From an optimization exercise on the open Yosys and OpenROAD flow, aimed at small area; shortcuts taken in it are not production practice.
Function was checked by simulation only, so behaviour that the tests miss may differ from the original.
The flow treats the clock pin as an ideal source. Dropping or thinning the clock tree relies on that and would not hold on a real chip.
Power and IR drop assume default switching activity.

v6:
==> flow/design.v <==
`timescale 1ns / 1ps
module riscv8bit(
	output wire [7:0] data_from_ram,
	output wire mem_read_from_idandex,
	output wire mem_write_from_idandex,
	output wire [7:0] alu_result_from_idandex,
	output wire [7:0] write_data_to_memory,
	input wire [7:0] ram_data,
	output wire [7:0] pc_increment_address,
	input wire [15:0] instruction_input,
	input wire rst,
	input wire rst_registerfile,
	input wire clk
);
assign data_from_ram = ram_data;
reg [7:0] pc;
always @(posedge clk)
	pc <= rst ? 8'd0 : pc + 8'd1;
assign pc_increment_address = pc;
reg [7:0] s1_p, s1_a_n;  reg s1_c1, s1_ar;  reg [2:0] s1_rd;  reg s1_we, s1_m;
reg [7:0] s2_res_n, s2_a_n;  reg [2:0] s2_rd;  reg s2_we, s2_m;
reg       s2_v;
reg [7:0] s3_res, s3_a;  reg [2:0] s3_rd;  reg s3_we, s3_m;
wire s3_mr = s3_we & s3_m;
wire s3_mw = ~s3_we & s3_m;
reg [63:0] rf;
wire [7:0] wdata = s3_m ? ram_data : s3_res;
wire       wen   = s3_we & ~rst;
genvar gi;
generate
	for (gi = 0; gi < 8; gi = gi + 1) begin : g_rf
		wire sel  = wen & (s3_rd == gi);
		wire hold = ~sel & ~rst_registerfile;
		always @(posedge clk)
			rf[gi*8 +: 8] <= ({8{sel}} & wdata) | ({8{hold}} & rf[gi*8 +: 8]);
	end
endgenerate
wire [4:0] op = {instruction_input[15:14] & {2{~rst}}, instruction_input[13:11]};
wire [2:0] ra = instruction_input[10:8] & {3{~rst}};
wire [2:0] rb = instruction_input[7:5];
wire [7:0] k  = instruction_input[7:0];
reg [7:0] ra_q, rb_q;
integer i;
always @(*) begin
	ra_q = 8'd0;
	rb_q = 8'd0;
	for (i = 0; i < 8; i = i + 1) begin
		ra_q = ra_q | ({8{ra == i}} & rf[i*8 +: 8]);
		rb_q = rb_q | ({8{rb == i}} & rf[i*8 +: 8]);
	end
end
wire [7:0] a = ra_q & {8{~rst_registerfile}};
wire [7:0] b = op[4] ? (rb_q & {8{~rst_registerfile}}) : k;
wire is_i  = ~op[4] &  op[3];
wire is_r2 =  op[4] & ~op[3];
wire is_r1 =  op[4] &  op[3];
wire is_ir = is_i | is_r2;
wire f_arith = is_ir & (op[2:1] == 2'b00);
wire f_and   = is_ir & (op[2:0] == 3'b010);
wire f_or    = is_ir & (op[2:0] == 3'b011);
wire f_xor   = is_r2 & (op[2:0] == 3'b110);
wire f_b     = is_i  & op[2] & ~(op[1] & op[0]);
wire f_not   = is_r1 & (op[2:0] == 3'b100);
wire f_shl   = is_r1 & (op[2:0] == 3'b101);
wire f_shr   = is_r1 & (op[2:0] == 3'b110);
wire sub     = f_arith & op[0];
wire l0 = sub | f_not;                         
wire l1 = (f_arith & ~sub) | f_or | f_xor | f_b | f_not;  
wire l2 = (f_arith & ~sub) | f_or | f_xor;     
wire l3 = sub | f_and | f_or | f_b;            
wire [7:0] p;
genvar gk;
generate
	for (gk = 0; gk < 8; gk = gk + 1) begin : g_alu
		assign p[gk] = a[gk] ? (b[gk] ? l3 : l2) : (b[gk] ? l1 : l0);
	end
endgenerate
wire [7:0] pp = p | ({8{f_shl}} & {a[6:0], 1'b0})
                  | ({8{f_shr}} & {1'b0, a[7:1]});
wire       c1 = p[0] ? sub : (a[0] & f_arith);
wire [7:0] s1_a = ~s1_a_n;
wire [8:1] c;
assign c[1] = s1_c1;
generate
	for (gk = 1; gk < 8; gk = gk + 1) begin : g_carry
		assign c[gk+1] = s1_p[gk] ? c[gk] : (s1_a[gk] & s1_ar);
	end
endgenerate
wire [7:0] res = {s1_p[7:1] ^ c[7:1], s1_p[0]};
wire c_m  = is_i & op[2] & (op[1] ^ op[0]);    
wire c_we = (op[4] | op[3]) & ~(is_i & (op[2:0] == 3'b110));
always @(posedge clk) begin
	s1_p <= {pp[7:1], pp[0] ^ sub};  s1_c1 <= c1;  s1_ar <= f_arith;
	s1_a_n <= ~a;  s1_rd <= ra;
	s1_we  <= c_we; s1_m <= c_m;
	s2_res_n <= ~res; s2_a_n <= s1_a_n; s2_rd <= s1_rd;
	s2_we  <= s1_we;  s2_m <= s1_m;
	s2_v   <= ~rst;
	s3_rd  <= s2_rd;
	if (rst | ~s2_v) begin
		s3_res <= 8'd0; s3_a <= 8'd0;
		s3_we  <= 1'b0; s3_m <= 1'b0;
	end else begin
		s3_res <= ~s2_res_n; s3_a <= ~s2_a_n;
		s3_we  <= s2_we;  s3_m <= s2_m;
	end
end
assign alu_result_from_idandex = s3_res;
assign mem_read_from_idandex   = s3_mr;
assign mem_write_from_idandex  = s3_mw;
assign write_data_to_memory    = s3_a;
endmodule
==> flow/config.mk <==
export PLATFORM = sky130hd
export DESIGN_NAME = riscv8bit
export DESIGN_NICKNAME = riscv8bit
export VERILOG_FILES = /design/flow/design.v
export SDC_FILE = /design/flow/constraint.sdc
export NUM_CORES = 4
export LEC_CHECK = 0
export ABC_AREA = 1
export CAP_MARGIN = 20
export CORE_MARGIN = 2
export CORE_UTILIZATION = 65
export GPL_TIMING_DRIVEN = 0
export SLEW_MARGIN = 20
==> flow/constraint.sdc <==
create_clock -name core_clock -period 5.0 [get_ports {clk}]
set_input_delay 1.0000 -clock core_clock [delete_from_list [all_inputs] [get_ports {clk}]]
set_output_delay 1.0000 -clock core_clock [all_outputs]
set_load 0.01 [all_outputs]
standard.sh (not shown) runs the stock make flow with config.mk's settings and CLKGATE_MAP_FILE= SYNTH_SCRIPT=/design/flow/synth_recipe.tcl, a recipe that flattens the netlist after the stock synthesis.
==> flow/flow/run.sh <==
#!/bin/bash
# Own layout flow: the standard ORFS flow with these changes.
#  2. Port buffers are the smallest buffer (buf_1) instead of the default.
#  4. Buffers that synthesis put on pass-through wires are removed at
#     floorplan (REMOVE_ABC_BUFFERS); port buffering adds the port buffers.
# Every tool's full output goes to orfs/logs (ORFS's own per-step logs) and
# to make.log / def.log in this folder.
set -euo pipefail
W=$(pwd)
F=$W/flow

{
  echo 'proc abc {args} {'
  echo '  set i [lsearch $args -script]'
  echo "  if {\$i >= 0} { lset args [expr {\$i+1}] $F/area.abc }"
  echo '  yosys abc {*}$args'
  echo '}'
  cat "$W/synth_recipe.tcl"
} > "$W/own_synth.tcl"

export REMOVE_ABC_BUFFERS=1
export BUFFER_PORTS_ARGS="-buffer_cell sky130_fd_sc_hd__buf_1"
export PRE_CTS_TCL="$F/pre_cts.tcl"
export MY_CLKLEAVES=8 MY_CLKROOTS=1
export MY_CLKBUF=sky130_fd_sc_hd__clkbuf_8 MY_CLKROOTBUF=sky130_fd_sc_hd__clkbuf_8
export POST_CTS_TCL="$F/post_cts.tcl"
export CTS_ARGS="-sink_clustering_enable -repair_clock_nets -dont_use_dummy_load -buf_list {sky130_fd_sc_hd__clkbuf_4}"

make -C "$FLOW_HOME" DESIGN_CONFIG="$W/config.mk" WORK_HOME="$W/orfs" CLKGATE_MAP_FILE= \
  SYNTH_SCRIPT="$W/own_synth.tcl" finish > "$W/make.log" 2>&1

R=$W/orfs/results/sky130hd/riscv8bit/base
: # left out here: write the final layout as DEF
==> flow/flow/area.abc <==
strash
dc2
&get -n
&st
&dch -f
&nf -R 1000
&put
Other scripts of this flow, unchanged in this note and not shown: flow/flow/post_cts.tcl, flow/flow/pre_cts.tcl
> inputs changed (v6 -> v7)
==> flow/flow/area.abc <==
strash
dc2
&get -n
&st
&dch -f
&nf -R 2000 -C 30
&put
## What came out
- On die area, v6 and v7 are basically level.
- [v7 vs v6] clock skew: higher in v7
- v7 ends up with higher global routing usage on met3 than v6 does.
- Diff v6..v7 | worst reg-to-reg path cell count | unchanged
- Taking v6 as the reference, in v7 xor-xnor portion of the synthesized cell area was more or less identical, cell count went down by 3.
- v7 vs v6 — largest voltage drop on the vdd net dropped by a few percent
- Delta (v7 minus v6): area growth from synthesis to layout barely changed; proportion of synthesized flip-flops having asynchronous set or reset barely changed; final hold violation count barely changed.
In every run of this note, the design's own scripts or RTL, not TritonCTS, make the clock network.

job 517:
RTL: the design.v shown in full above, as it stands there.
export LEC_CHECK = 0
export ABC_AREA = 1
export CAP_MARGIN = 20
export CORE_MARGIN = 2
export CORE_UTILIZATION = 65
export GPL_TIMING_DRIVEN = 0
export SLEW_MARGIN = 20
create_clock -name core_clock -period 5.0 [get_ports {clk}]
==> flow/flow/run.sh <==
#!/bin/bash
set -euo pipefail
W=$(pwd)
F=$W/flow

{
  echo 'proc abc {args} {'
  echo '  set i [lsearch $args -script]'
  echo "  if {\$i >= 0} { lset args [expr {\$i+1}] $F/area.abc }"
  echo '  yosys abc {*}$args'
  echo '}'
  cat "$W/synth_recipe.tcl"
} > "$W/own_synth.tcl"

export REMOVE_ABC_BUFFERS=1
export BUFFER_PORTS_ARGS="-buffer_cell sky130_fd_sc_hd__buf_1"
export POST_CTS_TCL="$F/post_cts.tcl"
export CTS_ARGS="-sink_clustering_enable -repair_clock_nets -dont_use_dummy_load -buf_list {sky130_fd_sc_hd__clkbuf_4}"

make -C "$FLOW_HOME" DESIGN_CONFIG="$W/config.mk" WORK_HOME="$W/orfs" CLKGATE_MAP_FILE= \
  SYNTH_SCRIPT="$W/own_synth.tcl" finish > "$W/make.log" 2>&1

R=$W/orfs/results/sky130hd/riscv8bit/base
: # left out here: write the final layout as DEF
==> flow/flow/area.abc <==
strash
&get -n
&st
&dch
&nf -R 1000
&put
==> flow/flow/post_cts.tcl <==
set target [expr {[info exists ::env(MY_CLK_SLEW_TARGET)] ? $::env(MY_CLK_SLEW_TARGET) : 0.105}]
set_propagated_clock [all_clocks]
estimate_parasitics -placement
set changed 0
foreach inst [get_cells clkbuf_*] {
  set cell [get_name [get_lib_cells -of_objects $inst]]
  set bigger [dict create sky130_fd_sc_hd__clkbuf_1 sky130_fd_sc_hd__clkbuf_2 sky130_fd_sc_hd__clkbuf_2 sky130_fd_sc_hd__clkbuf_4 sky130_fd_sc_hd__clkbuf_4 sky130_fd_sc_hd__clkbuf_8 sky130_fd_sc_hd__clkbuf_8 sky130_fd_sc_hd__clkbuf_16]
  if {![dict exists $bigger $cell]} { continue }
  set worst 0
  foreach out [get_pins -of_objects $inst -filter "direction==output"] {
    foreach p [get_pins -of_objects [get_nets -of_objects $out] -filter "direction==input"] {
      set s [get_property $p slew_max]
      if {$s > $worst} { set worst $s }
    }
  }
  if {$worst > $target} {
    puts "clock buffer [get_name $inst]: load slew $worst > $target, $cell -> [dict get $bigger $cell]"
    replace_cell $inst [dict get $bigger $cell]
    incr changed
  }
}
if {$changed > 0} {
  detailed_placement
  estimate_parasitics -placement
}
Job 517 went all the way through synthesis, placement and routing and the layout is clean on timing, DRC and antenna.
Changes in job 3792 relative to job 517:
--- a/flow/flow/run.sh
+++ b/flow/flow/run.sh
@@ -1,3 +1,9 @@
 #!/bin/bash
+# Own layout flow: the standard ORFS flow with these changes.
+#  2. Port buffers are the smallest buffer (buf_1) instead of the default.
+#  4. Buffers that synthesis put on pass-through wires are removed at
+#     floorplan (REMOVE_ABC_BUFFERS); port buffering adds the port buffers.
+# Every tool's full output goes to orfs/logs (ORFS's own per-step logs) and
+# to make.log / def.log in this folder.
 set -euo pipefail
 W=$(pwd)
==> flow/flow/area.abc <==
strash
dc2
&get -n
&st
&dch -f
&nf -R 1000
&put
--- outcome ---
- [compare] base=job 517 new=job 3792: slew at the pin closest to its max-slew limit has decreased, routed metal-1 wire length fell by about 1.4%, overall die height lost about 1%, number of instances in the placed design went down.
Input changes introduced in job 5136 (baseline for comparison: job 3792):
--- a/flow/flow/run.sh
+++ b/flow/flow/run.sh
@@ -1,9 +1,3 @@
 #!/bin/bash
-# Own layout flow: the standard ORFS flow with these changes.
-#  2. Port buffers are the smallest buffer (buf_1) instead of the default.
-#  4. Buffers that synthesis put on pass-through wires are removed at
-#     floorplan (REMOVE_ABC_BUFFERS); port buffering adds the port buffers.
-# Every tool's full output goes to orfs/logs (ORFS's own per-step logs) and
-# to make.log / def.log in this folder.
 set -euo pipefail
 W=$(pwd)
Post-synthesis share of cell area spent on and, or, nand and nor gates of job 3792 is on par with job 5136. Comparing job 3792 against job 5136, there is no change at all in number of placement rows. Job 3792 and job 5136 ended up with roughly the same sequential cell area share.

run 1:
Starts from the design.v that is shown in full above.
clock: 5.0 ns
lec_check: 0
abc_area: 1
cap_margin: 20
core_margin: 2
core_utilization: 65
gpl_timing_driven: 0
slew_margin: 20
==> flow/flow/run.sh <==
#!/bin/bash
# Own layout flow: the standard ORFS flow with these changes.
#  2. Port buffers are the smallest buffer (buf_1) instead of the default.
#  4. Buffers that synthesis put on pass-through wires are removed at
#     floorplan (REMOVE_ABC_BUFFERS); port buffering adds the port buffers.
# Every tool's full output goes to orfs/logs (ORFS's own per-step logs) and
# to make.log / def.log in this folder.
set -euo pipefail
W=$(pwd)
F=$W/flow

{
  echo 'proc abc {args} {'
  echo '  set i [lsearch $args -script]'
  echo "  if {\$i >= 0} { lset args [expr {\$i+1}] $F/area.abc }"
  echo '  yosys abc {*}$args'
  echo '}'
  cat "$W/synth_recipe.tcl"
} > "$W/own_synth.tcl"

export REMOVE_ABC_BUFFERS=1
export BUFFER_PORTS_ARGS="-buffer_cell sky130_fd_sc_hd__buf_1"
export PRE_CTS_TCL="$F/pre_cts.tcl"
export MY_CLKLEAVES=8 MY_CLKROOTS=1
export MY_CLKBUF=sky130_fd_sc_hd__clkbuf_8 MY_CLKROOTBUF=sky130_fd_sc_hd__clkbuf_8
export POST_CTS_TCL="$F/post_cts.tcl"
export CTS_ARGS="-sink_clustering_enable -repair_clock_nets -dont_use_dummy_load -buf_list {sky130_fd_sc_hd__clkbuf_4}"

make -C "$FLOW_HOME" DESIGN_CONFIG="$W/config.mk" WORK_HOME="$W/orfs" CLKGATE_MAP_FILE= \
  SYNTH_SCRIPT="$W/own_synth.tcl" finish > "$W/make.log" 2>&1

R=$W/orfs/results/sky130hd/riscv8bit/base
: # left out here: write the final layout as DEF
==> flow/flow/area.abc <==
strash
dc2
&get -n
&st
&dch -f
&nf -R 1000
&put
==> flow/flow/post_cts.tcl <==
set target [expr {[info exists ::env(MY_CLK_SLEW_TARGET)] ? $::env(MY_CLK_SLEW_TARGET) : 0.115}]
set_propagated_clock [all_clocks]
estimate_parasitics -placement
set changed 0
foreach inst [get_cells clkbuf_*] {
  set cell [get_name [get_lib_cells -of_objects $inst]]
  set bigger [dict create sky130_fd_sc_hd__clkbuf_1 sky130_fd_sc_hd__clkbuf_2 sky130_fd_sc_hd__clkbuf_2 sky130_fd_sc_hd__clkbuf_4 sky130_fd_sc_hd__clkbuf_4 sky130_fd_sc_hd__clkbuf_8 sky130_fd_sc_hd__clkbuf_8 sky130_fd_sc_hd__clkbuf_16]
  if {![dict exists $bigger $cell]} { continue }
  set worst 0
  foreach out [get_pins -of_objects $inst -filter "direction==output"] {
    foreach p [get_pins -of_objects [get_nets -of_objects $out] -filter "direction==input"] {
      set s [get_property $p slew_max]
      if {$s > $worst} { set worst $s }
    }
  }
  if {$worst > $target} {
    puts "clock buffer [get_name $inst]: load slew $worst > $target, $cell -> [dict get $bigger $cell]"
    replace_cell $inst [dict get $bigger $cell]
    incr changed
  }
}
if {$changed > 0} {
  detailed_placement
  estimate_parasitics -placement
}
Other scripts of this flow, unchanged in this note and not shown: flow/flow/pre_cts.tcl
Modified inputs, run 2 compared to run 1
==> flow/flow/area.abc <==
strash
dc2
&get -n
&st
&dch -f
&nf -R 2000 -C 30
&put
diff --git a/flow/flow/post_cts.tcl b/flow/flow/post_cts.tcl
--- a/flow/flow/post_cts.tcl
+++ b/flow/flow/post_cts.tcl
@@ -1,0 +2 @@
+set root_target [expr {[info exists ::env(MY_CLK_ROOT_SLEW_TARGET)] ? $::env(MY_CLK_ROOT_SLEW_TARGET) : 0.300}]
@@ -9,0 +11 @@
+  set limit $target
@@ -11,0 +14 @@
+      if {[get_property $p lib_pin_name] != "CLK"} { set limit $root_target }
@@ -16,2 +19,2 @@
-  if {$worst > $target} {
-    puts "clock buffer [get_name $inst]: load slew $worst > $target, $cell -> [dict get $bigger $cell]"
+  if {$worst > $limit} {
+    puts "clock buffer [get_name $inst]: load slew $worst > $limit, $cell -> [dict get $bigger $cell]"
diff --git a/flow/config.mk b/flow/config.mk
--- a/flow/config.mk
+++ b/flow/config.mk
@@ -11 +11 @@
-export CORE_UTILIZATION = 65
+export CORE_UTILIZATION = 60
Notes after the runs:
Run 2 went all the way through synthesis, placement and routing and the layout is clean on timing, DRC and antenna. Synthesis-to-finish area growth: run 2 lower than run 1. Run 2 vs run 1: horizontal extent of the die up by a few percent. Run 2 vs run 1: data arrival time of the critical path up.
Edits applied to the flow inputs when going from run 2 to run 3:
diff --git a/flow/config.mk b/flow/config.mk
--- a/flow/config.mk
+++ b/flow/config.mk
@@ -11 +11 @@
-export CORE_UTILIZATION = 60
+export CORE_UTILIZATION = 72
==> results.txt <==
Going from run 2 to run 3, synthesized-area fraction occupied by ao, oa, aoi and oai cells about even; static leakage about even; routability-driven placement congestion ratio rose about 0.6%; end-of-flow core utilization rose 14 points.
No run of this note takes its clock network from TritonCTS; it comes from the design's own scripts or RTL.

==> separate check: timing with driven ports <==
How much do the figures lean on ideal ports? The routed layouts below were timed once more, with nothing changed but the port constraints.
Step 1, drivers: a clkbuf_16 drives clk and a buf_2 each remaining input, both assumed.
Step 2 times the ports against the registers' clock, not the clock port: input delays grow and output delays shrink by t, the midpoint of the rising clock arrivals with the driver on.
a / b / c = ideal / step 1 / step 2; a / b = the first two.
run | t (ns) | slack for setup (ns) | hold slack, ns | worst setup path after step 2
v6 | 0.420 | 0.627 / 0.635 / 0.214 | 0.323 / 0.323 / 0.323 | input to register
v7 | 0.423 | 0.443 / 0.447 / 0.024 | 0.327 / 0.327 / 0.327 | input to register
job 517 | 0.439 | 0.254 / 0.262 / -0.177 | 0.312 / 0.312 / 0.312 | input to register
job 3792 | 0.438 | 0.625 / 0.636 / 0.198 | 0.330 / 0.330 / 0.330 | input to register
job 5136 | 0.438 | 0.625 / 0.636 / 0.198 | 0.330 / 0.330 / 0.330 | input to register
run 1 | 0.376 | 0.549 / 0.561 / 0.185 | 0.325 / 0.325 / 0.325 | input to register
run 2 | 0.436 | 0.503 / 0.512 / 0.076 | 0.340 / 0.340 / 0.340 | input to register
run 3 | 0.432 | 0.512 / 0.521 / 0.089 | 0.335 / 0.335 / 0.335 | input to register
With both steps, setup timing fails in job 517, where it was met with ideal ports. For job 517, which loses most, drivers alone change the setup slack by +0.008 ns; drivers and shift together by -0.431 ns.
